From an optimization exercise on the open Yosys and OpenROAD flow, aimed at small area and a short achievable clock period; shortcuts taken in it are not production practice.
Only simulation tests tie the RTL to the original design; equivalence was not proved.
Power is estimated from default activity; no workload was simulated.

`flow/flow/run.sh`:
```
#!/bin/bash
# The standard layout (standard.sh), changed in three ways:
#  - synthesis maps with flow/abc_map.script (see flow/synth.tcl);
#  - full adders are not extracted into fa/ha cells before ABC
#    (ADDER_MAP_FILE empty), so the prefix adders keep their structure;
#  - the port buffers are buf_2 cells instead of the clkdlybuf4s50 delay
#    cell that buffer_ports picks by default.
set -o pipefail
export FLOW_FLOW_DIR="$PWD/flow"
export BUFFER_PORTS_ARGS="-buffer_cell sky130_fd_sc_hd__buf_2"
bash standard.sh ADDER_MAP_FILE= SYNTH_SCRIPT="$PWD/flow/synth.tcl" finish 2>&1 | tee make.log
```
`flow/flow/abc_map.script`:
```
strash
dch
map -D 2500
buffer -p
upsize -D 2500
dnsize -D 2500
```
`flow/flow/synth.tcl`:
```
# The standard flow's synthesis script (synth_recipe.tcl) with one change: the ABC pass
# uses flow/abc_map.script (delay-targeted mapping with area recovery)
# instead of ORFS's abc_speed.script. Registers are mapped before ABC runs,
# so they are the same as in the standard synthesis.
proc synth {args} { yosys synth -nofsm -noshare {*}$args }
proc fix_abc_args {name1 name2 op} {
  global abc_args
  set i [lsearch $abc_args -script]
  lset abc_args [expr {$i + 1}] $::env(FLOW_FLOW_DIR)/abc_map.script
}
trace add variable ::abc_args write fix_abc_args
source $::env(SCRIPTS_DIR)/synth.tcl
# left out here: clear keep_hierarchy, flatten, clean up, hide names made inside functions, write 1_2_yosys.v
```
`flow/standard.sh`:
```
#!/bin/bash
# synth_recipe.tcl (not shown) runs the flow's synth.tcl, then flattens the netlist and writes it again
# the make line also repeats each setting of config.mk as NAME=value (left out here)
make -C /OpenROAD-flow-scripts/flow DESIGN_CONFIG=/design/flow/config.mk WORK_HOME=/design/flow/orfs CLKGATE_MAP_FILE= SYNTH_SCRIPT=/design/flow/synth_recipe.tcl "${@:-finish}"
```
`flow/config.mk`:
```
export PLATFORM = sky130hd
export DESIGN_NAME = exe_stage
export DESIGN_NICKNAME = exe_stage
export VERILOG_FILES = /design/flow/design.v
export SDC_FILE = /design/flow/constraint.sdc
export NUM_CORES = 4
export LEC_CHECK = 0
export CAP_MARGIN = 20
export CORE_MARGIN = 2
export CORE_UTILIZATION = 40
export PLACE_DENSITY = 0.6
export SETUP_SLACK_MARGIN = 3
export SLEW_MARGIN = 20
```
`flow/constraint.sdc`:
```
create_clock -name core_clock -period 9.0 [get_ports {clk}]
set_input_delay 1.8000 -clock core_clock [delete_from_list [all_inputs] [get_ports {clk}]]
set_output_delay 1.8000 -clock core_clock [all_outputs]
set_load 0.01 [all_outputs]
```
`flow/design.v`:
```
module add_alu (
	input  wire [31:0] a,
	input  wire [31:0] b,
	input  wire        cin,
	output wire [31:0] s,
	output wire [31:0] c,
	output wire        cout
	);
wire [31:0] p = a ^ b;
wire [31:0] g = a & b;
wire gc0 = g[0] | (p[0] & cin);
wire G0_1 = g[1] | (p[1] & gc0);
wire G0_3 = g[3] | (p[3] & g[2]);
wire P0_3 = p[3] & p[2];
wire G0_5 = g[5] | (p[5] & g[4]);
wire P0_5 = p[5] & p[4];
wire G0_7 = g[7] | (p[7] & g[6]);
wire P0_7 = p[7] & p[6];
wire G0_9 = g[9] | (p[9] & g[8]);
wire P0_9 = p[9] & p[8];
wire G0_11 = g[11] | (p[11] & g[10]);
wire P0_11 = p[11] & p[10];
wire G0_13 = g[13] | (p[13] & g[12]);
wire P0_13 = p[13] & p[12];
wire G0_15 = g[15] | (p[15] & g[14]);
wire P0_15 = p[15] & p[14];
wire G0_17 = g[17] | (p[17] & g[16]);
wire P0_17 = p[17] & p[16];
wire G0_19 = g[19] | (p[19] & g[18]);
wire P0_19 = p[19] & p[18];
wire G0_21 = g[21] | (p[21] & g[20]);
wire P0_21 = p[21] & p[20];
wire G0_23 = g[23] | (p[23] & g[22]);
wire P0_23 = p[23] & p[22];
wire G0_25 = g[25] | (p[25] & g[24]);
wire P0_25 = p[25] & p[24];
wire G0_27 = g[27] | (p[27] & g[26]);
wire P0_27 = p[27] & p[26];
wire G0_29 = g[29] | (p[29] & g[28]);
wire P0_29 = p[29] & p[28];
wire G0_31 = g[31] | (p[31] & g[30]);
wire P0_31 = p[31] & p[30];
wire G1_2 = g[2] | (p[2] & G0_1);
wire G1_3 = G0_3 | (P0_3 & G0_1);
wire G1_6 = g[6] | (p[6] & G0_5);
wire P1_6 = p[6] & P0_5;
wire G1_7 = G0_7 | (P0_7 & G0_5);
wire P1_7 = P0_7 & P0_5;
wire G1_10 = g[10] | (p[10] & G0_9);
wire P1_10 = p[10] & P0_9;
wire G1_11 = G0_11 | (P0_11 & G0_9);
wire P1_11 = P0_11 & P0_9;
wire G1_14 = g[14] | (p[14] & G0_13);
wire P1_14 = p[14] & P0_13;
wire G1_15 = G0_15 | (P0_15 & G0_13);
wire P1_15 = P0_15 & P0_13;
wire G1_18 = g[18] | (p[18] & G0_17);
wire P1_18 = p[18] & P0_17;
wire G1_19 = G0_19 | (P0_19 & G0_17);
wire P1_19 = P0_19 & P0_17;
wire G1_22 = g[22] | (p[22] & G0_21);
wire P1_22 = p[22] & P0_21;
wire G1_23 = G0_23 | (P0_23 & G0_21);
wire P1_23 = P0_23 & P0_21;
wire G1_26 = g[26] | (p[26] & G0_25);
wire P1_26 = p[26] & P0_25;
wire G1_27 = G0_27 | (P0_27 & G0_25);
wire P1_27 = P0_27 & P0_25;
wire G1_30 = g[30] | (p[30] & G0_29);
wire P1_30 = p[30] & P0_29;
wire G1_31 = G0_31 | (P0_31 & G0_29);
wire P1_31 = P0_31 & P0_29;
wire G2_4 = g[4] | (p[4] & G1_3);
wire G2_5 = G0_5 | (P0_5 & G1_3);
wire G2_6 = G1_6 | (P1_6 & G1_3);
wire G2_7 = G1_7 | (P1_7 & G1_3);
wire G2_12 = g[12] | (p[12] & G1_11);
wire P2_12 = p[12] & P1_11;
wire G2_13 = G0_13 | (P0_13 & G1_11);
wire P2_13 = P0_13 & P1_11;
wire G2_14 = G1_14 | (P1_14 & G1_11);
wire P2_14 = P1_14 & P1_11;
wire G2_15 = G1_15 | (P1_15 & G1_11);
wire P2_15 = P1_15 & P1_11;
wire G2_20 = g[20] | (p[20] & G1_19);
wire P2_20 = p[20] & P1_19;
wire G2_21 = G0_21 | (P0_21 & G1_19);
wire P2_21 = P0_21 & P1_19;
wire G2_22 = G1_22 | (P1_22 & G1_19);
wire P2_22 = P1_22 & P1_19;
wire G2_23 = G1_23 | (P1_23 & G1_19);
wire P2_23 = P1_23 & P1_19;
wire G2_28 = g[28] | (p[28] & G1_27);
wire P2_28 = p[28] & P1_27;
wire G2_29 = G0_29 | (P0_29 & G1_27);
wire P2_29 = P0_29 & P1_27;
wire G2_30 = G1_30 | (P1_30 & G1_27);
wire P2_30 = P1_30 & P1_27;
wire G2_31 = G1_31 | (P1_31 & G1_27);
wire P2_31 = P1_31 & P1_27;
wire G3_8 = g[8] | (p[8] & G2_7);
wire G3_9 = G0_9 | (P0_9 & G2_7);
wire G3_10 = G1_10 | (P1_10 & G2_7);
wire G3_11 = G1_11 | (P1_11 & G2_7);
wire G3_12 = G2_12 | (P2_12 & G2_7);
wire G3_13 = G2_13 | (P2_13 & G2_7);
wire G3_14 = G2_14 | (P2_14 & G2_7);
wire G3_15 = G2_15 | (P2_15 & G2_7);
wire G3_24 = g[24] | (p[24] & G2_23);
wire P3_24 = p[24] & P2_23;
wire G3_25 = G0_25 | (P0_25 & G2_23);
wire P3_25 = P0_25 & P2_23;
wire G3_26 = G1_26 | (P1_26 & G2_23);
wire P3_26 = P1_26 & P2_23;
wire G3_27 = G1_27 | (P1_27 & G2_23);
wire P3_27 = P1_27 & P2_23;
wire G3_28 = G2_28 | (P2_28 & G2_23);
wire P3_28 = P2_28 & P2_23;
wire G3_29 = G2_29 | (P2_29 & G2_23);
wire P3_29 = P2_29 & P2_23;
wire G3_30 = G2_30 | (P2_30 & G2_23);
wire P3_30 = P2_30 & P2_23;
wire G3_31 = G2_31 | (P2_31 & G2_23);
wire P3_31 = P2_31 & P2_23;
wire G4_16 = g[16] | (p[16] & G3_15);
wire G4_17 = G0_17 | (P0_17 & G3_15);
wire G4_18 = G1_18 | (P1_18 & G3_15);
wire G4_19 = G1_19 | (P1_19 & G3_15);
wire G4_20 = G2_20 | (P2_20 & G3_15);
wire G4_21 = G2_21 | (P2_21 & G3_15);
wire G4_22 = G2_22 | (P2_22 & G3_15);
wire G4_23 = G2_23 | (P2_23 & G3_15);
wire G4_24 = G3_24 | (P3_24 & G3_15);
wire G4_25 = G3_25 | (P3_25 & G3_15);
wire G4_26 = G3_26 | (P3_26 & G3_15);
wire G4_27 = G3_27 | (P3_27 & G3_15);
wire G4_28 = G3_28 | (P3_28 & G3_15);
wire G4_29 = G3_29 | (P3_29 & G3_15);
wire G4_30 = G3_30 | (P3_30 & G3_15);
wire G4_31 = G3_31 | (P3_31 & G3_15);
assign c = {G4_30, G4_29, G4_28, G4_27, G4_26, G4_25, G4_24, G4_23, G4_22, G4_21, G4_20, G4_19, G4_18, G4_17, G4_16, G3_15, G3_14, G3_13, G3_12, G3_11, G3_10, G3_9, G3_8, G2_7, G2_6, G2_5, G2_4, G1_3, G1_2, G0_1, gc0, cin};
assign s = p ^ c;
assign cout = G4_31;
endmodule
module add_tgt (
	input  wire [15:0] a,
	input  wire [15:0] b,
	input  wire        cin,
	output wire [15:0] s,
	output wire [15:0] c,
	output wire        cout
	);
wire [15:0] p = a ^ b;
wire [15:0] g = a & b;
wire gc0 = g[0] | (p[0] & cin);
wire G0_1 = g[1] | (p[1] & gc0);
wire G0_3 = g[3] | (p[3] & g[2]);
wire P0_3 = p[3] & p[2];
wire G0_5 = g[5] | (p[5] & g[4]);
wire P0_5 = p[5] & p[4];
wire G0_7 = g[7] | (p[7] & g[6]);
wire P0_7 = p[7] & p[6];
wire G0_9 = g[9] | (p[9] & g[8]);
wire P0_9 = p[9] & p[8];
wire G0_11 = g[11] | (p[11] & g[10]);
wire P0_11 = p[11] & p[10];
wire G0_13 = g[13] | (p[13] & g[12]);
wire P0_13 = p[13] & p[12];
wire G0_15 = g[15] | (p[15] & g[14]);
wire P0_15 = p[15] & p[14];
wire G1_3 = G0_3 | (P0_3 & G0_1);
wire G1_7 = G0_7 | (P0_7 & G0_5);
wire P1_7 = P0_7 & P0_5;
wire G1_11 = G0_11 | (P0_11 & G0_9);
wire P1_11 = P0_11 & P0_9;
wire G1_15 = G0_15 | (P0_15 & G0_13);
wire P1_15 = P0_15 & P0_13;
wire G2_7 = G1_7 | (P1_7 & G1_3);
wire G2_15 = G1_15 | (P1_15 & G1_11);
wire P2_15 = P1_15 & P1_11;
wire G3_15 = G2_15 | (P2_15 & G2_7);
wire G4_11 = G1_11 | (P1_11 & G2_7);
wire G5_5 = G0_5 | (P0_5 & G1_3);
wire G5_9 = G0_9 | (P0_9 & G2_7);
wire G5_13 = G0_13 | (P0_13 & G4_11);
wire G6_2 = g[2] | (p[2] & G0_1);
wire G6_4 = g[4] | (p[4] & G1_3);
wire G6_6 = g[6] | (p[6] & G5_5);
wire G6_8 = g[8] | (p[8] & G2_7);
wire G6_10 = g[10] | (p[10] & G5_9);
wire G6_12 = g[12] | (p[12] & G4_11);
wire G6_14 = g[14] | (p[14] & G5_13);
assign c = {G6_14, G5_13, G6_12, G4_11, G6_10, G5_9, G6_8, G2_7, G6_6, G5_5, G6_4, G1_3, G6_2, G0_1, gc0, cin};
assign s = p ^ c;
assign cout = G3_15;
endmodule
module exe_stage (
	input  wire        clk,
	input  wire        rst,
	input  wire [31:0] instr,
	input  wire [31:0] rs1,
	input  wire [31:0] rs2,
	input  wire [31:0] pc_next,
	output reg  [31:0] result,
	output reg         flag_n,
	output reg         flag_c,
	output reg         flag_v,
	output reg         flag_z,
	output reg         ready,
	output reg         branch,
	output reg  [31:0] target
	);
wire [2:0]  op    = instr[31:29];
wire [4:0]  opula = instr[28:24];
wire [3:0]  cond  = instr[23:20];
wire        bop   = instr[24];
wire        s15   = instr[15];
wire [31:0] imm   = {{16{s15}}, instr[15:0]};
wire en   = (op == 3'b001) | (op == 3'b010) | (op[2] & op[1]);
wire pcen = op[2] & (op[1] | op[0]);
wire op2  = (op == 3'b010);           
localparam [8:0] C_ADD   = 9'b1_____0___0__0___0___0___0__1__0;
localparam [8:0] C_ADDI  = 9'b1_____0___0__1___0___0___0__1__0;
localparam [8:0] C_INCA  = 9'b1_____0___1__1___0___0___0__1__0;
localparam [8:0] C_SUBD  = 9'b1_____1___0__0___0___0___0__1__0;
localparam [8:0] C_SUB   = 9'b1_____1___0__1___0___0___0__1__0;
localparam [8:0] C_DECA  = 9'b1_____1___1__0___0___0___0__1__0;
localparam [8:0] C_LSL   = 9'b0_____0___0__0___1___0___0__0__0;
localparam [8:0] C_RSL   = 9'b0_____0___0__0___0___1___0__0__0;
localparam [8:0] C_AND   = 9'b0_____0___0__0___0___0___1__0__0;
localparam [8:0] C_ANDNA = 9'b0_____1___0__0___0___0___1__1__1;   
localparam [8:0] C_ANDNB = 9'b0_____1___0__0___0___0___1__0__0;   
localparam [8:0] C_OR    = 9'b0_____0___0__0___0___0___1__1__0;
localparam [8:0] C_XOR   = 9'b0_____0___0__0___0___0___0__1__0;
localparam [8:0] C_NAND  = 9'b0_____0___0__0___0___0___1__0__1;
localparam [8:0] C_XNOR  = 9'b0_____0___0__0___0___0___0__1__1;
localparam [8:0] C_NOTA  = 9'b0_____1___1__0___0___0___0__1__0;   
localparam [8:0] C_ORNA  = 9'b0_____1___0__0___0___0___1__0__1;   
localparam [8:0] C_ORNB  = 9'b0_____1___0__0___0___0___1__1__0;   
localparam [8:0] C_NOR   = 9'b0_____0___0__0___0___0___1__1__1;
reg [8:0] dec;
always @(*) begin
	case (opula)
		5'd0, 5'd8, 5'd12, 5'd22: dec = C_ADD;
		5'd1:  dec = C_ADDI;
		5'd2:  dec = C_INCA;
		5'd3:  dec = C_SUBD;
		5'd4:  dec = C_SUB;
		5'd5:  dec = C_DECA;
		5'd6:  dec = C_LSL;
		5'd7:  dec = C_RSL;
		5'd9:  dec = C_AND;
		5'd10: dec = C_ANDNA;
		5'd11: dec = C_ANDNB;
		5'd13, 5'd15: dec = C_OR;
		5'd14: dec = C_XOR;
		5'd16: dec = C_NAND;
		5'd17: dec = C_XNOR;
		5'd18: dec = C_NOTA;
		5'd19: dec = C_ORNA;
		5'd20: dec = C_ORNB;
		5'd21: dec = C_NOR;
		default: dec = 9'b0;
	endcase
end
wire      opula_def = ~(opula[4] & (opula[3] | (opula[2] & opula[1] & opula[0])));
reg [8:0] ctrl_q;
wire [8:0] ctrl = opula_def ? dec : ctrl_q;
wire arith = ctrl[8], invb = ctrl[7], zb = ctrl[6], cin = ctrl[5];
wire shl = ctrl[4], shr = ctrl[3], sg = ctrl[2], sp = ctrl[1], oi = ctrl[0];
wire sub = invb;       
wire shift = shl | shr;
wire [31:0] A  = rs1;
wire [31:0] B  = op2 ? rs2 : imm;
wire [31:0] Bp = (op2 ? rs2 & {32{~zb}} : imm & {32{~zb}}) ^ {32{invb}};
wire [31:0] sum;
wire [31:0] carry;                            
wire        cout;
add_alu u_add (.a(A), .b(Bp), .cin(cin), .s(sum), .c(carry), .cout(cout));
wire [31:0] g = A & Bp;
wire [31:0] p = A ^ Bp;
wire [31:0] lu = ((g & {32{sg}}) | (p & {32{sp}})) ^ {32{oi}};
wire [31:0] X  = lu ^ (carry & {32{arith}});
wire [31:0] kz   = {g[30:0] | p[30:0], cin};
wire        zsum = ~|(p ^ kz);
function [31:0] rev32(input [31:0] x);
	integer k;
	for (k = 0; k < 32; k = k + 1) rev32[k] = x[31 - k];
endfunction
wire        big = |B[31:5];
wire [4:0]  k   = B[4:0];
wire [31:0] s0  = shl ? rev32(A) : A;
wire [31:0] s1  = k[0] ? {1'b0,  s0[31:1]}  : s0;
wire [31:0] s2  = k[1] ? {2'b0,  s1[31:2]}  : s1;
wire [31:0] s3  = k[2] ? {4'b0,  s2[31:4]}  : s2;
wire [31:0] s4  = k[3] ? {8'b0,  s3[31:8]}  : s3;
wire [31:0] sr  = k[4] ? {16'b0, s4[31:16]} : s4;
wire kX = ~rst & en & ~shift;
wire kL = ~rst & en & shl & ~big;
wire kR = ~rst & en & shr & ~big;
wire kH = ~rst & ~en;
wire [31:0] D = (X & {32{kX}}) | (rev32(sr) & {32{kL}}) | (sr & {32{kR}}) | (result & {32{kH}});
reg  rst_q;                                    
wire zq  = flag_z | rst_q;                     
wire ae  = en & arith;
wire n_d = ~rst & (ae ? sum[31] : flag_n);
wire c_d = ~rst & (ae ? cout ^ sub : flag_c);
wire zsh = big | ~|sr;
wire zlu = ~|lu;
wire z_d = ~rst & (en ? (arith ? zsum : (shift ? zsh : zlu)) : zq);
wire xv  = A[31] ^ B[31] ^ ~sub;               
wire v_d = ~rst & arith & (en ? (A[31] ^ sum[31]) & (xv | (zb & (A[31] ^ ~sub)))
                              : (A[31] ^ result[31]) & xv);
wire v_q = arith & (A[31] ^ result[31]) & xv;
reg  br;
always @(*) begin
	case (cond)
		4'd0: br = flag_n == bop;
		4'd1: br = zq == bop;
		4'd2: br = flag_c == bop;
		4'd3: br = (flag_n | zq) == bop;
		4'd4: br = v_q == bop;
		default: br = branch;
	endcase
end
wire br_d = ~rst & pcen & (op[1] | br);
wire [15:0] t_lo;
wire        c16;
add_tgt u_tgt (.a(pc_next[15:0]), .b(instr[15:0]), .cin(1'b0), .s(t_lo), .c(), .cout(c16));
wire        up = c16 & ~s15;
wire        dn = ~c16 & s15;
reg  [15:0] t_hi;
integer j;
always @(*) begin
	for (j = 0; j < 16; j = j + 1)
		t_hi[j] = pc_next[16 + j] ^ ((up & ((j == 0) | &(pc_next[16 +: 16] | ~({16{1'b1}} >> (16 - j)))))
		                            | (dn & ((j == 0) | ~|(pc_next[16 +: 16] & ({16{1'b1}} >> (16 - j))))));
end
wire [31:0] target_d = {t_hi, t_lo} & {32{~rst}};
always @(posedge clk) begin
	rst_q  <= rst;
	result <= D;
	flag_n <= n_d;
	flag_c <= c_d;
	flag_v <= v_d;
	flag_z <= z_d;
	ready  <= ~rst & en;
	branch <= br_d;
	target <= target_d;
	ctrl_q <= rst ? C_NOTA : ctrl;
end
endmodule
```
==> metrics.md, run 1 <==
| Metric | Value |
|---|---|
| Combinational share of power | 52.8% |
| Largest fanout on the critical path | 36 |
| Cell mode on critical path | o21ai_0 |
| WP data required | 9.23 ns |
| Gr busiest metal | met2 |
| Rel. slew slack | 32.2% |
| Slew Limit Fails | 0 |
| DRT Pass-1 Iters | 7 |
| Final-report hold violation count | 0 |
| Simple-Gate Fraction of Synth Area | 34.1% |
| Netlist cell types | just under 80 |
| RSZ-0062 raised after global routing | yes |
| Core Rows | 56 |
| Top Ports | 200 |
| Antenna Nets Post-Route | 0 |
| Starting Density | between 40 and 50% |
| Clk Latency, worst-skew pair | around 0.36 ns |
| Die height | around 160 um |
| Clk pin slew, worst setup/hold paths | 0.07 ns |
| GR met1 Demand/Resource | between 30% and 40% |
| Sum Neg Setup Slack | 0 ns |
| Total GRT Usage | 28.9% |
| Buffer depth of the longest clock path | 2 |
| Syn Inst Count | 1640 |
| Routed vias | 11400 |
| GR Layer Usage met3 | under 10% |
| DRC | 0 |
| Worst-Margin Slew | 1.02 ns |
| Cell Pwr Density | about 160 nW/um2 |
| Post-Synth Adder-Cell Area | less than 1% |
| Number of flops mapped to enable cells by yosys | 0 |
| Crit path max-delay cell type | nor3_4 |
| Setup crit end kind | flip-flop |
| RD Place Congestion | between 1 and 1.5 |
| Largest net degree at the start of global routing | 64 |
| Crit path DAT | approximately 6 ns |
| CTS sink cnt | 80 |
| Fin nets | around 1900 |
| Ys async rst share | 0% |
| Leak pwr | 5.25 nW |
| Tcrit/Tclk final | between 60% and 70% |
| Largest family of logic cells by synthesized area | simple AND/OR/NAND/NOR gates |
| Xor and xnor area share after synthesis | 8.50% |
| Post-synthesis compound-gate area fraction | between 20 and 30% |
| Met2 usage | around 45% |
| Initial DRC count | approximately 1000 |
| Vias per inst | roughly 5.4 |
| H-tree depth | 3 |
| Final HPWL DP | 30300 um |
| Post-CTS Setup Inserts | 0 |
| Mux contribution to synthesized area | 0.728% |
| Synthesized flop and latch total | 80 |
| Setup violators final | 0 |
| Power Total | between 0.0015 and 0.002 W |
| Final hold slack | about 0.5 ns |
| Final WL | 37600 um |
| CTS root buf | clkbuf_16 |
| First-pass GRT wire length | 58100 um |
| Num CTS Buffers | 9 |
| CP Class | input pin to flip-flop |
| Worst VDD drop | 0.0000756 V |
| Clock power frac | 23.2% |
| Clock tree from TritonCTS | built |
| Fmax | 177 MHz |
| Clk_skew | approximately 0.0085 ns |
| Status | finished clean |
| DIE AREA | between 20000 and 30000 um2 |
| YS warnings | 1 |
| Crit path launch type | input pin |
| Period minus WS final | approximately 5.7 ns |
| Aggregate global routing overflow | 0 |
| Sw Pwr | a little over 0.0008 W |
| Layout cell share with drive strength beyond 1 | about 18% |
| Vias in the first global route | between 10000 and 15000 |
| Max cap viols | 0 |
| P_int | around 0.0009 W |
| Worst path max stage delay | between 0.3 and 0.4 ns |
| Synth Cell Area | slightly below 10000 um2 |
| Sequential Power Share | about a quarter |
| Area growth syn-to-layout | 15.2% |
| Die X | roughly 160 um |
| Routed length per instance | 17.8 um |
| Syn Nets | about 1800 |
| Seq/Total Area, Yosys | about 17% |
| Crit-path cells | buf_2, nor3_4, buf_6, nand2_1, o21ai_2, buf_4, inv_4, o21ai_0, nand2_2, nor2_2, a21oi_2, o21ai_2, a21oi_2, o21ai_2, a21oi_4, o21bai_4, inv_1, o21ai_0, o21ai_0, o21ai_0, nand3_1 |
| Primary FF master, synth | dfxtp_1 |
| Sw frac | 47.4% |
| Syn Area/Cell | 5.87 um2 |
| Inserted Diodes | 0 |
| Min-Delay Path Class | flip-flop to flip-flop |
| # port buffers | approximately 200 |
| Core box area | 23500 um2 |
| Initial antenna violation count | 0 |
## layout by cell type (no fill, tap or decap), types with 4 or more instances in the layout
master,count
nand2_1,356
nor2_1,206
buf_2,195
inv_1,159
o21ai_0,144
a21oi_1,125
dfxtp_1,80
xor2_1,72
nand3_1,56
a22oi_1,42
nor3_1,34
a31oi_1,23
o22ai_1,23
o21ai_1,22
nor4_1,20
o211ai_1,16
xnor2_1,14
buf_4,14
inv_2,13
nor2_2,11
nand4_1,11
and2_1,10
nand2_2,9
clkbuf_16,9
a21oi_2,7
mux2i_1,7
or2_1,5
nand3_2,5
nor3_2,5
o31ai_1,4
o21ai_2,4
or2_2,4
xor2_2,4
clkinv_1,4
inv_6,4
## path summary, 6_finish.rpt
kind,start,end,slack (ns),cells after the start
worst max register to register,ctrl_q[7],result[11],5.35,18
worst min-delay path,result[12],result[12],0.51,2
worst min register to register,result[12],result[12],0.51,2
worst max-delay path,instr[29],result[11],3.34,21
## routing by layer
metal	share of wire [%]	vias to the layer above
met3	9.0	68
met5	0	-
met4	4.0	0
li1	-	5806
met2	43	495
met1	44	5079
## critical path: cells and delay by family
family	cells	cell delay (ns)
AO/OA/AOI/OAI	11	2.07
buffers and inverters	5	1.12
AND/OR/NAND/NOR	5	0.85
## synthesized netlist by cell type, types with 14 or more instances
library cell,number,share of area (%)
o21ai_0,144,7.5
a31oi_1,23,1.5
inv_2,14,0.55
dfxtp_1,80,17
o211ai_1,16,1.2
o21ai_1,23,1.2
inv_1,160,6.2
xnor2_1,14,1.3
nor3_1,36,1.9
a22oi_1,42,3.3
xor2_1,72,6.6
nor2_1,208,8.1
clkbuf_1,51,2.0
nand2_1,356,14
o22ai_1,23,1.5
nand3_1,56,2.9
a21oi_1,125,6.5
nor4_1,20,1.3
## final cells by class
type | count | area, um2
clock buffer | 9 | 225
clock inverter | 7 | 85.1
fill | 2624 | 12500
inverter | 178 | 674
multi-input combinational | 1306 | 7010
sequential | 80 | 1600
tap | 319 | 399
timing repair buffer | 210 | 1090
## metrics by stage
stage / worst slack [ns] / util (%) / std cells / area (um2)
finish: 3.34 / 47.1 / 2109 / 11100
global route: 3.02 / 47.1 / 2109 / 11100
CTS: 3.15 / 47.0 / 2109 / 11100
detailed placement: 2.79 / 45.7 / 2093 / 10800
global placement: 2.83 / 45.7 / 2093 / 10800
floorplan: 4.46 / - / 1640 / 9620
## registers in the layout (all words and copies together), names as in the netlist
| signal | count |
|---|---|
| target | 32 |
| flag_c | 1 |
| ctrl_q | 9 |
| flag_z | 1 |
| flag_n | 1 |
| flag_v | 1 |
| rst_q | 1 |
| branch | 1 |
| ready | 1 |
| result | 32 |
## power by group through the flow
stage                     logic [W]  clock network [W]  registers, W
final                      0.000917           0.000403      0.000416
after global routing        0.00100           0.000424      0.000421
after CTS                  0.000900           0.000410      0.000416
after detailed placement   0.000897                  0      0.000423
after global placement     0.000893                  0      0.000423
after floorplan            0.000604                  0      0.000440
## kinds of logic after synthesis
| kind of cell | Yosys count |
|---|---|
| DFF | 80 |
| xor gates and xnor gates | 90 |
| and+or+nand+nor | 750 |
| adders and majority gates | 2 |
| AOI/OAI and AO/OA | 457 |
| muxes | 7 |
| buffers and inverters | 254 |
## what timing repair did
| action | in CTS | in global routing |
|---|---|---|
| hold buffers | 0 | 0 |
| resized for setup | 0 | 6 |
| setup endpoints to repair | 0 | 10 |
==> inputs of run 2 (changes only) <==
--- a/flow/config.mk
+++ b/flow/config.mk
@@ -9,5 +9,5 @@
 export CORE_MARGIN = 2
 export CORE_UTILIZATION = 40
 export PLACE_DENSITY = 0.6
-export SETUP_SLACK_MARGIN = 3
+export SETUP_SLACK_MARGIN = 4
 export SLEW_MARGIN = 20
==> run 2 against run 1 <==
  * Still clean on timing, DRC and antenna
  * Combinational power up 13%
  * Synthesized area unchanged
  * Cell count up 4.1%
  * Non-clock buffer count up 79
  * Die area unchanged
==> metrics.md, run 2 <==
| Metric | Value |
|---|---|
| Slew Limit Fails | 0 |
| Top Ports | 200 |
| CP Class | input pin to flip-flop |
| Final HPWL DP | a little over 30000 um |
| Die X | around 160 um |
| Post-Synth Adder-Cell Area | less than 1% |
| Core Rows | 56 |
| CTS root buf | clkbuf_16 |
| Biggest regs | result x32, target x32, ctrl_q x9 |
| Xor and xnor area share after synthesis | about 8.5% |
| Sw Pwr | 0.000879 W |
| Initial DRC count | roughly 1100 |
| Fmax | just over 200 MHz |
| Min-Delay Path Class | flip-flop to flip-flop |
| Layout cell share with drive strength beyond 1 | approximately 24% |
| Crit path launch type | input pin |
| Synthesized flop and latch total | 80 |
| P_int | between 0.0009 and 0.001 W |
| Starting Density | between 40% and 50% |
| Syn Inst Count | between 1500 and 2000 |
| Routed vias | 12100 |
| Setup violators final | 0 |
| Vias per inst | approximately 5.5 |
| Combinational share of power | 55.9% |
| Synth Cell Area | 9620 um2 |
| DIE AREA | around 25000 um2 |
| Vias in the first global route | around 11000 |
| Netlist cell types | 77 |
| Syn Area/Cell | between 5 and 6 um2 |
| Mux contribution to synthesized area | less than 1% |
| Fin nets | 2001 |
| Worst path max stage delay | ~0.23 ns |
| Status | finished clean |
| Sw frac | between 40% and 50% |
| Final hold slack | 0.506 ns |
| Seq/Total Area, Yosys | 16.6% |
| Register area | roughly 1600 um2 |
| WP data required | between 9 and 10 ns |
| Dominant cell type by area after synthesis | dfxtp_1 |
| Largest fanout on the critical path | 8 |
| Crit path from | instr[30] |
| Clk pin slew, worst setup/hold paths | 0.07 ns |
| Buffer depth of the longest clock path | 2 |
| # port buffers | around 200 |
| Total GRT Usage | a little under 30% |
| Aggregate global routing overflow | 0 |
| Clk_skew | roughly 0.01 ns |
| Number of flops mapped to enable cells by yosys | 0 |
| WP buf/inv | 8 |
| Placed cell count | between 2000 and 2500 |
| Inserted Diodes | 0 |
| HP Start | result[3] |
| Multi-input gate area | 7400 um2 |
| Ys async rst share | 0% |
| Clock tree from TritonCTS | built |
| First-pass GRT wire length | ~60000 um |
| Primary FF master, synth | dfxtp_1 |
| Area growth syn-to-layout | 28.3% |
| Area share of the largest cell type after synthesis | between 15 and 20% |
| Num CTS Buffers | 9 |
| Rel. slew slack | between 20% and 30% |
| Tcrit/Tclk final | between 50% and 60% |
| Commonest non-fill, non-tap cell in the layout | nand2_1 |
| Max cap viols | 0 |
| Routed length per instance | about 19 um |
| Largest family of logic cells by synthesized area | simple AND/OR/NAND/NOR gates |
| Final WL | ~41000 um |
| DRC | 0 |
| Setup crit end kind | flip-flop |
| Sum Neg Setup Slack | 0 ns |
| Leak pwr | roughly 5.9 nW |
| CTS sink cnt | 80 |
| Most frequent cells in the layout | 349 x nand2_1, 195 x nor2_1, 190 x buf_2 |
| Worst VDD drop | between 0.00007 and 0.00008 V |
| H-tree depth | 3 |
| Most frequent cell after synthesis | nand2_1 |
| DRT Pass-1 Iters | 6 |
| Period minus WS final | between 4 and 5 ns |
| Syn Nets | 1770 |
| YS warnings | 1 |
| Clock power frac | ~22% |
| Die height | 159 um |
| Crit path DAT | 5.14 ns |
| # fillers | roughly 2500 |
| Clk Latency, worst-skew pair | 0.36 ns |
| Top cells by area, synth | dfxtp_1 17%, nand2_1 14%, nor2_1 8.1%, o21ai_0 7.5%, xor2_1 6.6% |
| Final-report hold violation count | 0 |
| Fin cells | 2195 |
| Sequential Power Share | between 20% and 30% |
| Simple-Gate Fraction of Synth Area | between 30% and 40% |
| RD Place Congestion | around 1 |
| Crit path max-delay cell type | xor2_1 |
| Core box area | between 20000 and 25000 um2 |
| RSZ-0062 raised after global routing | yes |
| Reg-to-reg startpoint | ctrl_q[4] |
| Top cells by count, synth | 356 x nand2_1, 208 x nor2_1, 160 x inv_1 |
| CP top delay family | compound AO/OA/AOI/OAI gates |
| Worst-Margin Slew | around 1.1 ns |
| Cell Pwr Density | 151 nW/um2 |
| Antenna Nets Post-Route | 0 |
| Largest net degree at the start of global routing | 37 |
| Initial antenna violation count | 0 |
| Post-synthesis compound-gate area fraction | between 20 and 30% |
[run 2: cell counts after synthesis]
No cell type changed its count.
[run 2: repair_timing]
action / CTS / global route
setup endpoints to repair: 36 / 30
pin swaps: 4 / 39
setup buffers: 7 / 67
hold buffers: 0 / 0
gates resized for setup: 32 / 87
cloned: 5 / 7
[run 2: final timing paths]
path,slack [ns],cells past startpoint,end
hold reg to reg,0.51,2,result[3]
setup reg to reg,5.78,15,flag_z
hold / removal,0.51,2,result[3]
setup / recovery,4.06,27,result[19]
[run 2: tightest hold or removal path, cell delays in order (launching register included)]
cell and delay, ns:
dfxtp_1 0.32, a22oi_1 0.08, o211ai_1 0.07
[run 2: cell families after synthesis]
kind of cell	Yosys count
adder cells (fa/ha/maj)	2
AO/OA/AOI/OAI	457
multiplexers	7
AND/OR/NAND/NOR	750
flip-flops	80
XOR/XNOR	90
buffers and inverters	254
[run 2: cell type report]
| class | count | area share [%] |
|---|---|---|
| timing repair inverter | 1 | 0.0608 |
| tap | 319 | 3.23 |
| timing repair buffer | 289 | 15.6 |
| clock inverter | 7 | 0.689 |
| sequential | 80 | 13.0 |
| inverter | 178 | 5.62 |
| multi-input combinational | 1312 | 60.0 |
| clock buffer | 9 | 1.82 |
[run 2: per-stage QoR]
stage	area, um2	setup WS, ns	total power (W)	util (%)
final	12300	4.06	0.00187	52.4
after global routing	12300	3.93	0.00197	52.4
after CTS	11300	3.99	0.00174	48.0
after detailed placement	10800	2.79	0.00132	45.7
after global placement	10800	2.83	0.00132	45.7
after floorplan	9620	4.46	0.00104	-
[run 2: power groups by stage]
| stage | clock network, W | registers (W) | logic (W) |
|---|---|---|---|
| 2_1_floorplan | 0 | 0.000440 | 0.000604 |
| 3_3_place_gp | 0 | 0.000423 | 0.000893 |
| 3_5_place_dp | 0 | 0.000423 | 0.000897 |
| 4_1_cts | 0.000410 | 0.000416 | 0.000919 |
| 5_1_grt | 0.000424 | 0.000421 | 0.00113 |
| 6_report | 0.000407 | 0.000416 | 0.00104 |
[run 2: per-layer routing]
metal  GRT usage [%]  vias to the layer above  part of all wire (%)
met4            13.6                        0                   4.7
met3            6.51                       90                   9.7
met5               0                        -                     0
met1            39.4                     5424                    42
met2            46.4                      573                    44
li1                -                     5992                     -
==> inputs of run 3 (changes only) <==
==> flow/flow/run.sh (replaced) <==
#!/bin/bash
# The standard layout (standard.sh), changed in three ways:
#  - synthesis maps with flow/abc_map.script (see flow/synth.tcl);
#  - full adders are not extracted into fa/ha cells before ABC
#    (ADDER_MAP_FILE empty), so the prefix adders keep their structure;
#  - the port buffers are buf_1 cells instead of the clkdlybuf4s50 delay
#    cell that buffer_ports picks by default.
set -o pipefail
export FLOW_FLOW_DIR="$PWD/flow"
export BUFFER_PORTS_ARGS="-buffer_cell sky130_fd_sc_hd__buf_1"
bash standard.sh ADDER_MAP_FILE= SYNTH_SCRIPT="$PWD/flow/synth.tcl" finish 2>&1 | tee make.log
--- a/flow/config.mk
+++ b/flow/config.mk
@@ -9,5 +9,6 @@
 export CORE_MARGIN = 2
 export CORE_UTILIZATION = 40
 export PLACE_DENSITY = 0.6
-export SETUP_SLACK_MARGIN = 4
+export SETUP_SLACK_MARGIN = 4.5
 export SLEW_MARGIN = 20
+export TNS_END_PERCENT = 0
==> run 3 against run 2 <==
  * Synthesized cell count unchanged
  * Critical path depth decreased by 7
  * Worst setup slack improved by 0.050 ns
  * First-iteration DRC count increased by 12%
  * Count of clock-buffer cells in the layout unchanged
  * Non-clock buffer count decreased by 14
  * Sequential share of layout area increased by 0.41 points
==> metrics.md, run 3 <==
| Metric | Value |
|---|---|
| Worst-Margin Slew | roughly 1.0 ns |
| Final-report hold violation count | 0 |
| CTS root buf | clkbuf_16 |
| Number of flops mapped to enable cells by yosys | 0 |
| Commonest non-fill, non-tap cell in the layout | nand2_1 |
| Top Ports | 200 |
| RD Place Congestion | 1.05 |
| Clock power frac | 20.5% |
| Fmax | 204 MHz |
| Setup violators final | 0 |
| Slew Limit Fails | 0 |
| WP data required | between 9 and 10 ns |
| Layout cell share with drive strength beyond 1 | 14.2% |
| Synth Cell Area | just under 10000 um2 |
| Largest net degree at the start of global routing | 33 |
| Die height | about 160 um |
| Clk_skew | about 0.011 ns |
| Initial antenna violation count | 0 |
| Clock tree from TritonCTS | built |
| Area growth syn-to-layout | 24.3% |
| Crit path to | flag_z |
| P_int | approximately 0.00094 W |
| Worst VDD drop | between 0.00008 and 0.00009 V |
| YS warnings | 1 |
| Setup crit end kind | flip-flop |
| Sw frac | between 40% and 50% |
| Sw Pwr | between 0.0008 and 0.0009 W |
| Most frequent cells in the layout | 353 x nand2_1, 195 x nor2_1, 189 x buf_1 |
| Initial DRC count | between 1000 and 1500 |
| Inserted Diodes | 0 |
| # port buffers | 195 |
| CP Class | input pin to flip-flop |
| DRT Pass-1 Iters | 5 |
| DRC | 0 |
| Combinational share of power | between 50% and 60% |
| First-pass GRT wire length | 61300 um |
| Synthesized flop and latch total | 80 |
| Starting Density | between 40% and 50% |
| Syn Nets | roughly 1800 |
| Vias in the first global route | approximately 11000 |
| Rel. slew slack | 30.5% |
| Crit path launch type | input pin |
| Leak pwr | ~5.2 nW |
| Crit path from | instr[26] |
| Power Total | 0.00181 W |
| Primary FF master, synth | dfxtp_1 |
| Buffer depth of the longest clock path | 2 |
| RSZ-0062 raised after global routing | yes |
| Clk pin slew, worst setup/hold paths | 0.07 ns |
| Total GRT Usage | between 30 and 40% |
| Tcrit/Tclk final | between 50 and 60% |
| Status | finished clean |
| Num CTS Buffers | 9 |
| Antenna Nets Post-Route | 0 |
| Reg-to-reg startpoint | ctrl_q[6] |
| # fillers | 2539 |
| Top cells by count, synth | 356 x nand2_1, 208 x nor2_1, 160 x inv_1 |
| Final WL | just over 40000 um |
| Register area | 1600 um2 |
| Period minus WS final | a little under 5 ns |
| Vias per inst | ~5.5 |
| Min-Delay Path Class | flip-flop to flip-flop |
| Worst R2R Setup Slack | 5.86 ns |
| Most frequent cell after synthesis | nand2_1 |
| Cell Pwr Density | roughly 150 nW/um2 |
| Aggregate global routing overflow | 0 |
| Core Rows | 56 |
| Syn Area/Cell | just under 6 um2 |
| Sequential Power Share | a little under a quarter |
| Syn Inst Count | roughly 1600 |
| CTS sink cnt | 80 |
| Clk Latency, worst-skew pair | 0.36 ns |
| Top cells by area, synth | dfxtp_1 17%, nand2_1 14%, nor2_1 8.1%, o21ai_0 7.5%, xor2_1 6.6% |
| Ys async rst share | 0% |
| Crit path DAT | between 5 and 6 ns |
| Final non-filler cell area | about 12000 um2 |
| Routed vias | around 12000 |
| Post-DP Area | approximately 11000 um2 |
| Seq/Total Area, Yosys | between 10% and 20% |
| Die X | approximately 160 um |
| H-tree depth | 3 |
| Largest fanout on the critical path | 16 |
| # hold bufs at CTS | 0 |
| R2R depth | 17 |
| Max cap viols | 0 |
| Area share of the largest cell type after synthesis | between 10% and 20% |
| Crit Reg-Reg Endpoint | result[19] |
| Fin nets | ~2000 |
| Core box area | approximately 24000 um2 |
| Final HPWL DP | slightly below 30000 um |
| DIE AREA | ~25000 um2 |
| Multi-input gate area | 7410 um2 |
| Sum Neg Setup Slack | 0 ns |
| Dominant cell type by area after synthesis | dfxtp_1 |
| Netlist cell types | 77 |
| Biggest regs | result x32, target x32, ctrl_q x9 |
| Final core utilization | about half |
| Routed length per instance | ~18 um |
run 3: worst min path at each step:
stage / startpoint / to / depth (start not counted)
after floorplan: ctrl_q[3] / ctrl_q[3] / 2
after global placement: result[1] / result[1] / 2
after detailed placement: result[1] / result[1] / 2
after CTS: result[1] / result[1] / 2
after global routing: result[1] / result[1] / 2
final: result[1] / result[1] / 2
run 3: power groups by stage:
stage | sequential [W] | clock, W | combinational, W
2_1_floorplan | 0.000440 | 0 | 0.000604
3_3_place_gp | 0.000425 | 0 | 0.000870
3_5_place_dp | 0.000424 | 0 | 0.000875
4_1_cts | 0.000417 | 0.000379 | 0.000960
5_1_grt | 0.000422 | 0.000394 | 0.00111
6_report | 0.000417 | 0.000372 | 0.00102
run 3: per-layer routing:
metal / vias to the layer above / track usage [%] / routed length (um)
met4: 0 / 16.4 / 2330
met3: 104 / 8.05 / 4040
li1: 5952 / - / -
met5: - / 0 / 0
met1: 5344 / 39.1 / 16800
met2: 563 / 46.9 / 17100
run 3: kinds of logic after synthesis:
logic type	synth area share [%]
AO/OA/AOI/OAI	29.0
XOR/XNOR	8.50
adder cells (fa/ha/maj)	0.221
buffers and inverters	10.8
flip-flops	16.6
multiplexers	0.728
AND/OR/NAND/NOR	34.1
run 3: critical path, stage by stage:
cell,delay (ns)
buf_2,0.21
nand2_1,0.10
nor3_1,0.25
nand2_2,0.29
nand2_8,0.23
nand2_1,0.06
o21ai_0,0.07
inv_1,0.07
o21ai_0,0.23
nor2_1,0.07
a31oi_1,0.35
a21oi_1,0.11
o21ai_0,0.22
nand2_1,0.14
o21ai_1,0.26
nor4_2,0.11
nand4_1,0.16
o21bai_2,0.11
a21oi_1,0.17
o32ai_1,0.09
run 3: layout make-up:
class / count / share of cell area [%]
inverters: 178 / 5.83
repair inverters: 2 / 0.125
repair buffers: 275 / 13.0
clock inverters: 7 / 0.502
clock buffers: 9 / 1.88
well taps: 319 / 3.34
multi-input cells: 1311 / 62.0
flip-flops and latches: 80 / 13.4
run 3: stage by stage:
step	setup WS [ns]	hold WS (ns)	instances
3_3_place_gp	2.65	0.483	2095
5_1_grt	3.88	0.517	2181
6_report	4.11	0.502	2181
2_1_floorplan	4.46	0.465	1640
4_1_cts	4.13	0.496	2164
3_5_place_dp	2.63	0.481	2095
run 3: repair_timing:
item                       4_1_cts  5_1_grt
setup endpoints to repair       44       57
cloned                           8        3
resized for setup               79       50
pin swaps                       17       17
buffers inserted                45       14
==> inputs of run 4 (changes only) <==
==> flow/flow/abc_map.script (replaced) <==
strash
&get -n
&st
&syn2
&dch
&nf -D 2500
&put
buffer -p
upsize -D 2500
dnsize -D 2500
stime -p
==> run 4 against run 3 <==
  * Critical endpoint is now result[29]
  * Via count is 5.9% lower
  * Synthesized area is 2.3% lower
  * Wire length is 0.65% lower
  * Sequential share of layout area is 0.27 points lower
  * Global-route usage is 0.47 points higher
  * Cell count is 14% lower
  * Die area is 2.2% lower
  * Clock skew is 0.0021 ns higher
  * Worst setup slack worse by 0.31 ns
  * Fmax is 6.0% lower
  * Largest cell class unchanged
  * Still clean
==> metrics.md, run 4 <==
| Metric | Value |
|---|---|
| Core box area | ~23000 um2 |
| Area share of the largest cell type after synthesis | roughly 17% |
| Clk_skew | approximately 0.013 ns |
| Crit path launch type | input pin |
| Final WL | about 40000 um |
| # hold bufs at CTS | 0 |
| Min-Delay Path Class | flip-flop to flip-flop |
| Setup crit end kind | flip-flop |
| Slew Limit Fails | 0 |
| Largest fanout on the critical path | 17 |
| Layout cell share with drive strength beyond 1 | 18.3% |
| Period minus WS final | 5.20 ns |
| YS warnings | 1 |
| Worst-Margin Slew | roughly 0.95 ns |
| Area growth syn-to-layout | 29.8% |
| Fmax | 192 MHz |
| Final hold slack | 0.511 ns |
| Fin nets | 1677 |
| # fillers | about 2400 |
| Top Ports | 200 |
| Routed vias | 11300 |
| Syn Area/Cell | between 7 and 8 um2 |
| CTS root buf | clkbuf_16 |
| Commonest non-fill, non-tap cell in the layout | buf_1 |
| DIE AREA | about 25000 um2 |
| Syn Inst Count | around 1300 |
| Netlist cell types | slightly above 90 |
| Num CTS Buffers | 9 |
| CTS sink cnt | 80 |
| Most frequent cell after synthesis | nor2_1 |
| Worst VDD drop | about 0.000088 V |
| RSZ-0062 raised after global routing | yes |
| Largest net degree at the start of global routing | 48 |
| DRT Pass-1 Iters | 9 |
| DRC | 0 |
| Number of flops mapped to enable cells by yosys | 0 |
| Sequential Power Share | about a fifth |
| Initial antenna violation count | 0 |
| Top cells by count, synth | 182 x nor2_1, 155 x nand2_1, 103 x o21ai_0 |
| Clock power frac | 21.6% |
| Routed length per instance | around 21 um |
| Setup violators final | 0 |
| CP Class | input pin to flip-flop |
| Clock tree from TritonCTS | built |
| Sw frac | between 40% and 50% |
| Biggest regs | result x32, target x32, ctrl_q x9 |
| Most frequent cells in the layout | 184 x buf_1, 172 x nor2_1, 149 x nand2_1 |
| Top cells by area, synth | dfxtp_1 17%, xnor2_1 7.8%, nor2_1 7.3%, nand2_1 6.2%, o21ai_0 5.5% |
| Rel. slew slack | a little under two fifths |
| First-pass GRT wire length | 58900 um |
| Clk pin slew, worst setup/hold paths | about 0.07 ns |
| Tcrit/Tclk final | roughly 58% |
| Leak pwr | 4.40 nW |
| Cell Pwr Density | ~160 nW/um2 |
| Final-report hold violation count | 0 |
| Die X | roughly 160 um |
| Ys async rst share | 0% |
| Sum Neg Setup Slack | 0 ns |
| Total GRT Usage | a little under a third |
| Core Rows | 56 |
| Clk Latency, worst-skew pair | between 0.3 and 0.4 ns |
| RD Place Congestion | about 0.93 |
| Vias in the first global route | 10300 |
| Dominant cell type by area after synthesis | dfxtp_1 |
| Crit path DAT | 5.43 ns |
| Sw Pwr | 0.000918 W |
| Max cap viols | 0 |
| H-tree depth | 3 |
| P_int | 0.00105 W |
| Die height | about 160 um |
| Buffer depth of the longest clock path | 2 |
| Combinational share of power | roughly 57% |
| Synth Cell Area | about 9400 um2 |
| Vias per inst | 6.02 |
| Syn Nets | around 1500 |
| Initial DRC count | approximately 1400 |
| Aggregate global routing overflow | 0 |
| Seq/Total Area, Yosys | approximately 17% |
| Synthesized flop and latch total | 80 |
| Final core utilization | 52.5% |
| Final HPWL DP | ~29000 um |
| Inserted Diodes | 0 |
| Starting Density | 40.4% |
| # port buffers | between 150 and 200 |
| WP data required | a little over 9 ns |
| Status | finished clean |
| Primary FF master, synth | dfxtp_1 |
| Antenna Nets Post-Route | 0 |
-- run 4: cell type report --
cell class                      count  area, um2  area share [%]
Multi-Input combinational cell   1157       8170            66.9
Timing Repair Buffer              276       1640            13.4
Sequential cell                    80       1600            13.1
Tap cell                          319        399            3.27
Clock buffer                        9        225            1.84
Inverter                           23       86.3           0.707
Clock inverter                      7       85.1           0.697
-- run 4: metrics by stage --
step | power [W] | instance area [um2] | instances | setup slack, ns
3_5_place_dp | 0.00137 | 10400 | 1783 | 2.27
5_1_grt | 0.00206 | 12200 | 1871 | 3.66
3_3_place_gp | 0.00137 | 10400 | 1783 | 2.33
2_1_floorplan | 0.00109 | 9550 | 1331 | 4.14
4_1_cts | 0.00189 | 11800 | 1857 | 3.91
6_report | 0.00197 | 12200 | 1871 | 3.80
-- run 4: kinds of logic (layout without fill, tap and decap cells) --
| kind of cell | count (synthesis) | after routing | synth area share (%) |
|---|---|---|---|
| AND/OR/NAND/NOR | 539 | 540 | 27.2 |
| AO/OA/AOI/OAI | 410 | 412 | 30.1 |
| adder cells (fa/ha/maj) | 6 | 6 | 0.665 |
| flip-flops | 80 | 80 | 17.0 |
| XOR/XNOR | 151 | 151 | 15.1 |
| buffers and inverters | 100 | 315 | 4.98 |
| multiplexers | 45 | 48 | 4.88 |
-- run 4: timing repair --
action	CTS	global route
gates resized for setup	98	63
endpoints found under the setup margin	45	44
pin swaps	34	28
setup buffers	49	13
gates cloned	9	1
-- run 4: metal layers --
layer  global-route usage (%)  vias up  share of wire (%)
met2                     48.3      629                 43
met1                     41.1     5250                 42
met4                     11.3        0                4.1
met5                        0        -                  0
li1                         -     5308                  -
met3                     8.23       76                 11
-- run 4: path summary, 6_finish.rpt --
kind / from / slack, ns / cells past startpoint / to
worst max register to register: ctrl_q[7] / 5.31 / 16 / result[29]
worst max-delay path: instr[27] / 3.80 / 16 / result[29]
worst min register to register: result[30] / 0.51 / 2 / result[30]
worst min-delay path: result[30] / 0.51 / 2 / result[30]
-- run 4: power groups by stage --
stage | clock network (W) | registers (W) | logic (W)
6_report | 0.000426 | 0.000418 | 0.00113
5_1_grt | 0.000436 | 0.000422 | 0.00120
4_1_cts | 0.000425 | 0.000418 | 0.00105
3_5_place_dp | 0 | 0.000426 | 0.000945
3_3_place_gp | 0 | 0.000426 | 0.000943
2_1_floorplan | 0 | 0.000440 | 0.000648
-- run 4: worst max-delay path: stages --
cell and delay, ns:
buf_6 0.13, or3b_1 0.37, o32a_1 0.27, o21a_4 0.22, buf_6 0.20, xnor2_2 0.17, or2_4 0.29, and4_2 0.26
a22o_4 0.24, nor4b_2 0.16, nor3_2 0.27, a21bo_4 0.30, a21oi_4 0.20, a211oi_4 0.09, xor2_2 0.34, o21ai_2 0.10
==> inputs of run 5 (changes only) <==
--- a/flow/design.v
+++ b/flow/design.v
@@ -279,8 +279,8 @@
 add_alu u_add (.a(A), .b(Bp), .cin(cin), .s(sum), .c(carry), .cout(cout));
 wire [31:0] g = A & Bp;
 wire [31:0] p = A ^ Bp;
-wire [31:0] lu = ((g & {32{sg}}) | (p & {32{sp}})) ^ {32{oi}};
-wire [31:0] X  = lu ^ (carry & {32{arith}});
+wire [31:0] t  = (g & {32{sg}}) | (p & {32{sp}});
+wire [31:0] X  = t ^ ({32{oi}} | (carry & {32{arith}}));
 wire [31:0] kz   = {g[30:0] | p[30:0], cin};
 wire        zsum = ~|(p ^ kz);
 function [31:0] rev32(input [31:0] x);
@@ -306,7 +306,7 @@
 wire n_d = ~rst & (ae ? sum[31] : flag_n);
 wire c_d = ~rst & (ae ? cout ^ sub : flag_c);
 wire zsh = big | ~|sr;
-wire zlu = ~|lu;
+wire zlu = oi ? &t : ~|t;
 wire z_d = ~rst & (en ? (arith ? zsum : (shift ? zsh : zlu)) : zq);
 wire xv  = A[31] ^ B[31] ^ ~sub;               
 wire v_d = ~rst & arith & (en ? (A[31] ^ sum[31]) & (xv | (zb & (A[31] ^ ~sub)))
==> flow/flow/abc_map.script (replaced) <==
strash
dch
map -D 2500
buffer -p
upsize -D 2500
dnsize -D 2500
==> run 5 against run 4 <==
  * Flip-flop and latch count unchanged
  * Fmax increased by 1.5%
  * Design area decreased by 2.9%
  * Largest power group unchanged
==> metrics.md, run 5 <==
| Metric | Value |
|---|---|
| Worst slack, placed | 2.05 ns |
| Aggregate global routing overflow | 0 |
| DRC | 0 |
| Top cells by area, synth | dfxtp_1 17%, nand2_1 13%, o21ai_0 11%, nor2_1 8.4%, inv_1 7.1% |
| Most frequent cells in the layout | 309 x nand2_1, 188 x buf_1, 182 x o21ai_0 |
| Inserted Diodes | 0 |
| Syn Nets | approximately 1800 |
| Top Ports | 200 |
| Antenna Nets Post-Route | 0 |
| Largest fanout on the critical path | 4 |
| P_int | 0.000947 W |
| Clk Latency, worst-skew pair | about 0.35 ns |
| Combinational share of power | a little over half |
| Initial DRC count | between 1000 and 1500 |
| Rel. slew slack | about a third |
| Final setup margin | 3.88 ns |
| Metal1 wirelength | 17700 um |
| Clock tree from TritonCTS | built |
| Final-report hold violation count | 0 |
| DIE AREA | ~24000 um2 |
| Biggest regs | result x32, target x32, ctrl_q x9 |
| Top layer in use | met4 |
| RD Place Congestion | between 0.9 and 1 |
| Clk_skew | 0.00552 ns |
| Leak pwr | approximately 5.0 nW |
| Ys async rst share | 0% |
| Layout cell share with drive strength beyond 1 | between 10 and 15% |
| Tcrit/Tclk final | a little under three fifths |
| Commonest non-fill, non-tap cell in the layout | nand2_1 |
| Slew Limit Fails | 0 |
| Setup crit end kind | flip-flop |
| Largest net degree at the start of global routing | 35 |
| Fmax | 195 MHz |
| Fin nets | ~2000 |
| Top cells by count, synth | 325 x nand2_1, 209 x o21ai_0, 207 x nor2_1 |
| Crit path launch type | input pin |
| Final WL | about 43000 um |
| First-pass GRT wire length | about 66000 um |
| Cell Pwr Density | 152 nW/um2 |
| Max cap viols | 0 |
| Clock power frac | 22.9% |
| Final HPWL DP | around 32000 um |
| Syn Area/Cell | approximately 5.7 um2 |
| Routed vias | around 12000 |
| H-tree depth | 3 |
| Min-Delay Path Class | flip-flop to flip-flop |
| CP Class | input pin to flip-flop |
| YS warnings | 1 |
| Die height | 157 um |
| Synthesized flop and latch total | 80 |
| Buffer depth of the longest clock path | 2 |
| Vias in the first global route | 11800 |
| Seq/Total Area, Yosys | roughly 17% |
| Sw frac | 47.4% |
| Sw Pwr | ~0.00085 W |
| Die X | roughly 160 um |
| Placed cell count | about 2000 |
| Status | finished clean |
| Vias per inst | between 5 and 6 |
| # port buffers | between 150 and 200 |
| Starting Density | between 40% and 50% |
| Area share of the largest cell type after synthesis | around 17% |
| Routed length per instance | roughly 20 um |
| Num CTS Buffers | 9 |
| Met2 WL | just under 20000 um |
| Final hold slack | slightly above 0.5 ns |
| Most frequent cell after synthesis | nand2_1 |
| Worst-Margin Slew | around 0.96 ns |
| Worst VDD drop | between 0.00009 and 0.0001 V |
| Sum Neg Setup Slack | 0 ns |
| Setup violators final | 0 |
| Met3 routed WL | between 3000 and 4000 um |
| Core Rows | 55 |
| Initial antenna violation count | 0 |
| Period minus WS final | 5.12 ns |
| Fin cells | roughly 2100 |
| Number of flops mapped to enable cells by yosys | 0 |
| Syn Inst Count | between 1500 and 2000 |
| Primary FF master, synth | dfxtp_1 |
| Core box area | 22700 um2 |
| Dominant cell type by area after synthesis | dfxtp_1 |
| Area growth syn-to-layout | 27.4% |
| Worst R2R Setup Slack | 5.55 ns |
| WP data required | 9.21 ns |
| Sequential Power Share | between 20% and 30% |
| Netlist cell types | 67 |
| DRT Pass-1 Iters | 6 |
| RSZ-0062 raised after global routing | yes |
| Synth Cell Area | between 9000 and 10000 um2 |
| Clk pin slew, worst setup/hold paths | around 0.070 ns |
| CTS sink cnt | 80 |
| Total GRT Usage | between 30% and 40% |
| CTS root buf | clkbuf_16 |
| Crit path DAT | 5.33 ns |
[run 5: changes by cell type in the layout (fill, tap and decap cells not counted), sizes merged, moves of 33 or more]
cell	before	now
nand3	21	55
inv	27	181
nand2	157	329
nor2	182	215
xnor2	94	22
a22oi	12	55
a21oi	87	125
o21ai	116	228
[run 5: per-stage QoR]
step / total power [W] / cell area [um2] / util [%]
CTS: 0.00176 / 11700 / 51.7
global route: 0.00189 / 11900 / 52.2
floorplan: 0.000971 / 9380 / -
global placement: 0.00122 / 10300 / 45.3
detailed placement: 0.00123 / 10300 / 45.3
finish: 0.00180 / 11900 / 52.2
[run 5: cell type report]
type	instances	area, um2
multi-input combinational	1288	7300
tap	285	357
fill	2443	10900
timing repair buffer	266	1520
sequential	80	1600
inverter	185	748
clock buffer	11	243
timing repair inverter	3	21.3
clock inverter	5	63.8
[run 5: critical path: stages]
cell and delay, ns:
buf_8 0.08, inv_4 0.03, nor3_4 0.32, buf_6 0.19
clkinvlp_4 0.12, buf_4 0.15, mux2i_2 0.16, or2_2 0.31
nand2_1 0.14, nand2_1 0.09, nor2_2 0.26, nor2_4 0.09
a21oi_1 0.18, o21ai_2 0.10, a21boi_2 0.16, buf_4 0.15
inv_2 0.05, nand2_1 0.07, a21oi_1 0.08, nand2_1 0.07
o211ai_1 0.10, o21ai_0 0.47, o211ai_1 0.15
[run 5: what timing repair did]
item / 4_1_cts / 5_1_grt
endpoints found under the hold margin: 0 / 0
pin swaps: 46 / 7
gates cloned: 13 / 0
setup buffers: 41 / 3
gates resized for setup: 179 / 25
endpoints found under the setup margin: 46 / 57
hold buffers: 0 / 0
[run 5: power groups by stage]
stage                     Sequential (W)  Clock (W)  Combinational (W)
after floorplan                 0.000433          0           0.000538
after global placement          0.000419          0           0.000805
after detailed placement        0.000420          0           0.000806
after CTS                       0.000412   0.000415           0.000937
after global routing            0.000415   0.000424            0.00105
final                           0.000412   0.000412           0.000977
[run 5: per-layer routing]
| metal | vias to the layer above | GRT usage [%] |
|---|---|---|
| li1 | 5990 | - |
| met1 | 5752 | 44.1 |
| met2 | 610 | 59.0 |
| met3 | 140 | 5.87 |
| met4 | 0 | 17.6 |
| met5 | - | 0 |
[run 5: logic make-up after synthesis]
kind of cell	Yosys count	share of synthesized area (%)
AND/OR/NAND/NOR	713	33.0
AO/OA/AOI/OAI	504	31.9
buffers and inverters	259	11.1
flip-flops	80	17.2
XOR/XNOR	47	4.51
multiplexers	19	2.04
adder cells (fa/ha/maj)	2	0.229
[run 5: final timing paths]
check             from    endpoint  cells after the start
min          result[1]   result[1]                      2
min reg2reg  result[1]   result[1]                      2
max reg2reg  ctrl_q[4]      flag_z                     20
max          instr[30]  result[13]                     23
==> inputs of run 6 (changes only) <==
--- a/flow/design.v
+++ b/flow/design.v
@@ -272,15 +272,17 @@
 wire shift = shl | shr;
 wire [31:0] A  = rs1;
 wire [31:0] B  = op2 ? rs2 : imm;
-wire [31:0] Bp = (op2 ? rs2 & {32{~zb}} : imm & {32{~zb}}) ^ {32{invb}};
+wire        mR = op2 & ~zb;
+wire        mI = ~op2 & ~zb;
+wire [31:0] Bp = ((rs2 & {32{mR}}) | (imm & {32{mI}})) ^ {32{invb}};
 wire [31:0] sum;
 wire [31:0] carry;                            
 wire        cout;
 add_alu u_add (.a(A), .b(Bp), .cin(cin), .s(sum), .c(carry), .cout(cout));
 wire [31:0] g = A & Bp;
 wire [31:0] p = A ^ Bp;
-wire [31:0] t  = (g & {32{sg}}) | (p & {32{sp}});
-wire [31:0] X  = t ^ ({32{oi}} | (carry & {32{arith}}));
+wire [31:0] lu = ((g & {32{sg}}) | (p & {32{sp}})) ^ {32{oi}};
+wire [31:0] X  = lu ^ (carry & {32{arith}});
 wire [31:0] kz   = {g[30:0] | p[30:0], cin};
 wire        zsum = ~|(p ^ kz);
 function [31:0] rev32(input [31:0] x);
@@ -306,7 +308,7 @@
 wire n_d = ~rst & (ae ? sum[31] : flag_n);
 wire c_d = ~rst & (ae ? cout ^ sub : flag_c);
 wire zsh = big | ~|sr;
-wire zlu = oi ? &t : ~|t;
+wire zlu = ~|lu;
 wire z_d = ~rst & (en ? (arith ? zsum : (shift ? zsh : zlu)) : zq);
 wire xv  = A[31] ^ B[31] ^ ~sub;               
 wire v_d = ~rst & arith & (en ? (A[31] ^ sum[31]) & (xv | (zb & (A[31] ^ ~sub)))
==> run 6 against run 5 <==
  * Sequential share of layout area decreased by 1.1 points
  * Synthesized area increased by 1.7%
  * Power increased by 10%
  * Die area increased by 1.6%
  * Clock skew increased by 0.0085 ns
  * Largest cell class unchanged
==> metrics.md, run 6 <==
| Metric | Value |
|---|---|
| Final HPWL DP | roughly 31000 um |
| Crit path max-delay cell type | nor4_1 |
| Clk pin slew, worst setup/hold paths | about 0.070 ns |
| Top cells by count, synth | 349 x nand2_1, 208 x nor2_1, 178 x o21ai_0 |
| Inserted Diodes | 0 |
| Number of flops mapped to enable cells by yosys | 0 |
| Core Rows | 56 |
| Max cap viols | 0 |
| Cell Pwr Density | roughly 150 nW/um2 |
| Sequential Power Share | 20.9% |
| Initial antenna violation count | 1 |
| Crit path launch type | input pin |
| Synthesized flop and latch total | 80 |
| DRT Pass-1 Iters | 6 |
| CP Class | input pin to flip-flop |
| Tcrit/Tclk final | 54.8% |
| Fmax | 203 MHz |
| Biggest regs | result x32, target x32, ctrl_q x9 |
| Buffer depth of the longest clock path | 2 |
| Xor and xnor area share after synthesis | 8.31% |
| Aggregate global routing overflow | 0 |
| Die height | 158 um |
| Starting Density | about 41% |
| Rel. slew slack | 39.0% |
| Seq/Total Area, Yosys | 16.9% |
| Synth Cell Area | 9460 um2 |
| RSZ-0062 raised after global routing | yes |
| Core box area | about 23000 um2 |
| CTS root buf | clkbuf_16 |
| # port buffers | between 150 and 200 |
| Sum Neg Setup Slack | 0 ns |
| Area share of the largest cell type after synthesis | ~17% |
| Routed vias | around 13000 |
| CP top delay family | simple AND/OR/NAND/NOR gates |
| Commonest non-fill, non-tap cell in the layout | nand2_1 |
| Clock tree from TritonCTS | built |
| Crit path DAT | between 5 and 6 ns |
| Top Ports | 200 |
| YS warnings | 1 |
| Period minus WS final | roughly 4.9 ns |
| Syn Nets | about 1800 |
| Most frequent cell after synthesis | nand2_1 |
| Dominant cell type by area after synthesis | dfxtp_1 |
| Worst-Margin Slew | 0.913 ns |
| Mux contribution to synthesized area | about 1.1% |
| Layout cell share with drive strength beyond 1 | 21.6% |
| Clk Latency, worst-skew pair | ~0.36 ns |
| Clk_skew | about 0.014 ns |
| Final-report hold violation count | 0 |
| Final hold slack | between 0.4 and 0.5 ns |
| Die X | between 150 and 200 um |
| Sw Pwr | slightly above 0.0009 W |
| Crit-path cells | buf_8, nor3_4, buf_12, clkinv_8, or2_4, o21a_4, buf_12, buf_4, nand2_1, o21ai_1, o21ai_0, or2_1, or2_2, nor2_2, nor4_1, nand2_1, nor4_2, a41oi_2, nor2_2, o31ai_4, o21ai_1 |
| WP data required | just over 9 ns |
| Simple-Gate Fraction of Synth Area | about a third |
| Top cells by area, synth | dfxtp_1 17%, nand2_1 14%, o21ai_0 9.4%, nor2_1 8.3%, inv_1 6.1% |
| Largest family of logic cells by synthesized area | simple AND/OR/NAND/NOR gates |
| Slew Limit Fails | 0 |
| Status | finished clean |
| Clock power frac | between 20% and 30% |
| Area growth syn-to-layout | 37.0% |
| Worst path max stage delay | roughly 0.39 ns |
| Largest net degree at the start of global routing | 42 |
| Initial DRC count | 1115 |
| DIE AREA | about 25000 um2 |
| Fin nets | approximately 2000 |
| Combinational share of power | a little under three fifths |
| Post-synthesis compound-gate area fraction | about 29% |
| Min-Delay Path Class | flip-flop to flip-flop |
| WP buf/inv | 5 |
| First-pass GRT wire length | 63100 um |
| Leak pwr | 5.37 nW |
| Antenna Nets Post-Route | 0 |
| Netlist cell types | 65 |
| DRC | 0 |
| Routed length per instance | a little under 20 um |
| Total GRT Usage | 33.2% |
| Final WL | about 43000 um |
| Syn Area/Cell | 5.83 um2 |
| Worst VDD drop | about 0.000086 V |
| # hold bufs at CTS | 0 |
| RD Place Congestion | about 1.0 |
| CTS sink cnt | 80 |
| Num CTS Buffers | 9 |
| Vias in the first global route | 11300 |
| Setup crit end kind | flip-flop |
| H-tree depth | 3 |
| Vias per inst | ~5.7 |
| Post-Synth Adder-Cell Area | less than 1% |
| P_int | approximately 0.0011 W |
| Sw frac | between 40% and 50% |
| Syn Inst Count | about 1600 |
| Ys async rst share | 0% |
| Setup violators final | 0 |
| Largest fanout on the critical path | 11 |
| Primary FF master, synth | dfxtp_1 |
| Most frequent cells in the layout | 324 x nand2_1, 187 x buf_1, 178 x nor2_1 |
==> run 6: cell count changes after synthesis, sizes merged, moves of 18 or more <==
cell | before | now
nand2 | 329 | 354
a31oi | 4 | 22
inv | 182 | 163
a21oi | 125 | 102
xor2 | 25 | 54
o21ai | 228 | 199
==> run 6: logic make-up after synthesis <==
logic type / Yosys count
and+or+nand+nor: 749
buffers and inverters: 238
AOI/OAI and AO/OA: 455
adders and majority gates: 2
xor gates and xnor gates: 88
muxes: 10
DFF: 80
==> run 6: layer usage <==
layer	global-route usage [%]	wire length [um]	vias to the layer above
met3	6.24	4270	145
met2	52.9	19100	622
li1	-	-	5992
met1	43.1	17400	5742
met4	16.0	2390	0
met5	0	0	-
==> run 6: path summary, 6_finish.rpt <==
kind               from          to  slack (ns)  cells past startpoint
max           instr[29]      flag_z        4.07                     21
min          result[26]  result[26]        0.49                      2
max reg2reg   ctrl_q[4]      flag_z        5.73                     19
min reg2reg  result[26]  result[26]        0.49                      2
==> run 6: cell type report <==
class                   count  area, um2
clock buffers               9        225
clock inverters             7        108
fillers                  2387      10400
inverters                 167        724
multi-input cells        1305       7940
flip-flops and latches     80       1600
well taps                 319        399
repair buffers            303       1940
repair inverters            2       10.0
==> run 6: worst register-to-register path, stage by stage, from the launching register on <==
cell and delay [ns]:
dfxtp_1 0.31, a22oi_2 0.24, buf_12 0.19, inv_16 0.08
o21ai_0 0.27, inv_1 0.12, o21ai_0 0.27, nand2_1 0.08
o21ai_1 0.18, mux2i_1 0.17, nand2_1 0.09, nand3_1 0.06
o21ai_0 0.21, nor2_1 0.08, nand3_1 0.13, nor4_2 0.05
a41oi_2 0.18, nor2_2 0.07, o31ai_4 0.26, o21ai_1 0.11
==> run 6: through the flow <==
step / util [%] / area [um2] / total power [W] / worst slack (ns) / std cells
after floorplan: - / 9470 / 0.00102 / 4.47 / 1622
after global placement: 44.8 / 10400 / 0.00127 / 2.41 / 2082
after detailed placement: 44.8 / 10400 / 0.00127 / 2.43 / 2082
after CTS: 51.1 / 11900 / 0.00184 / 4.09 / 2157
after global routing: 55.5 / 13000 / 0.00209 / 3.96 / 2192
final: 55.5 / 13000 / 0.00198 / 4.07 / 2192
==> run 6: power by group through the flow <==
stage	clock, W	sequential (W)	combinational, W
2_1_floorplan	0	0.000437	0.000582
3_3_place_gp	0	0.000421	0.000844
3_5_place_dp	0	0.000422	0.000848
4_1_cts	0.000441	0.000414	0.000981
5_1_grt	0.000453	0.000419	0.00121
6_report	0.000435	0.000414	0.00113
==> run 6: repair_timing <==
item	CTS	global route
buffers inserted	51	33
endpoints found under the setup margin	45	53
cloned	8	2
hold endpoints to repair	0	0
pin swaps	42	63
gates resized for setup	153	205

Re-timed with assumed drivers on the ports (clkbuf_16 on the clock, buf_2 on other inputs), run 6 has 4.061 ns of setup slack against 4.065 ns with ideal ports, and 3.660 ns once port delays also move by the mid clock arrival of 0.401 ns.
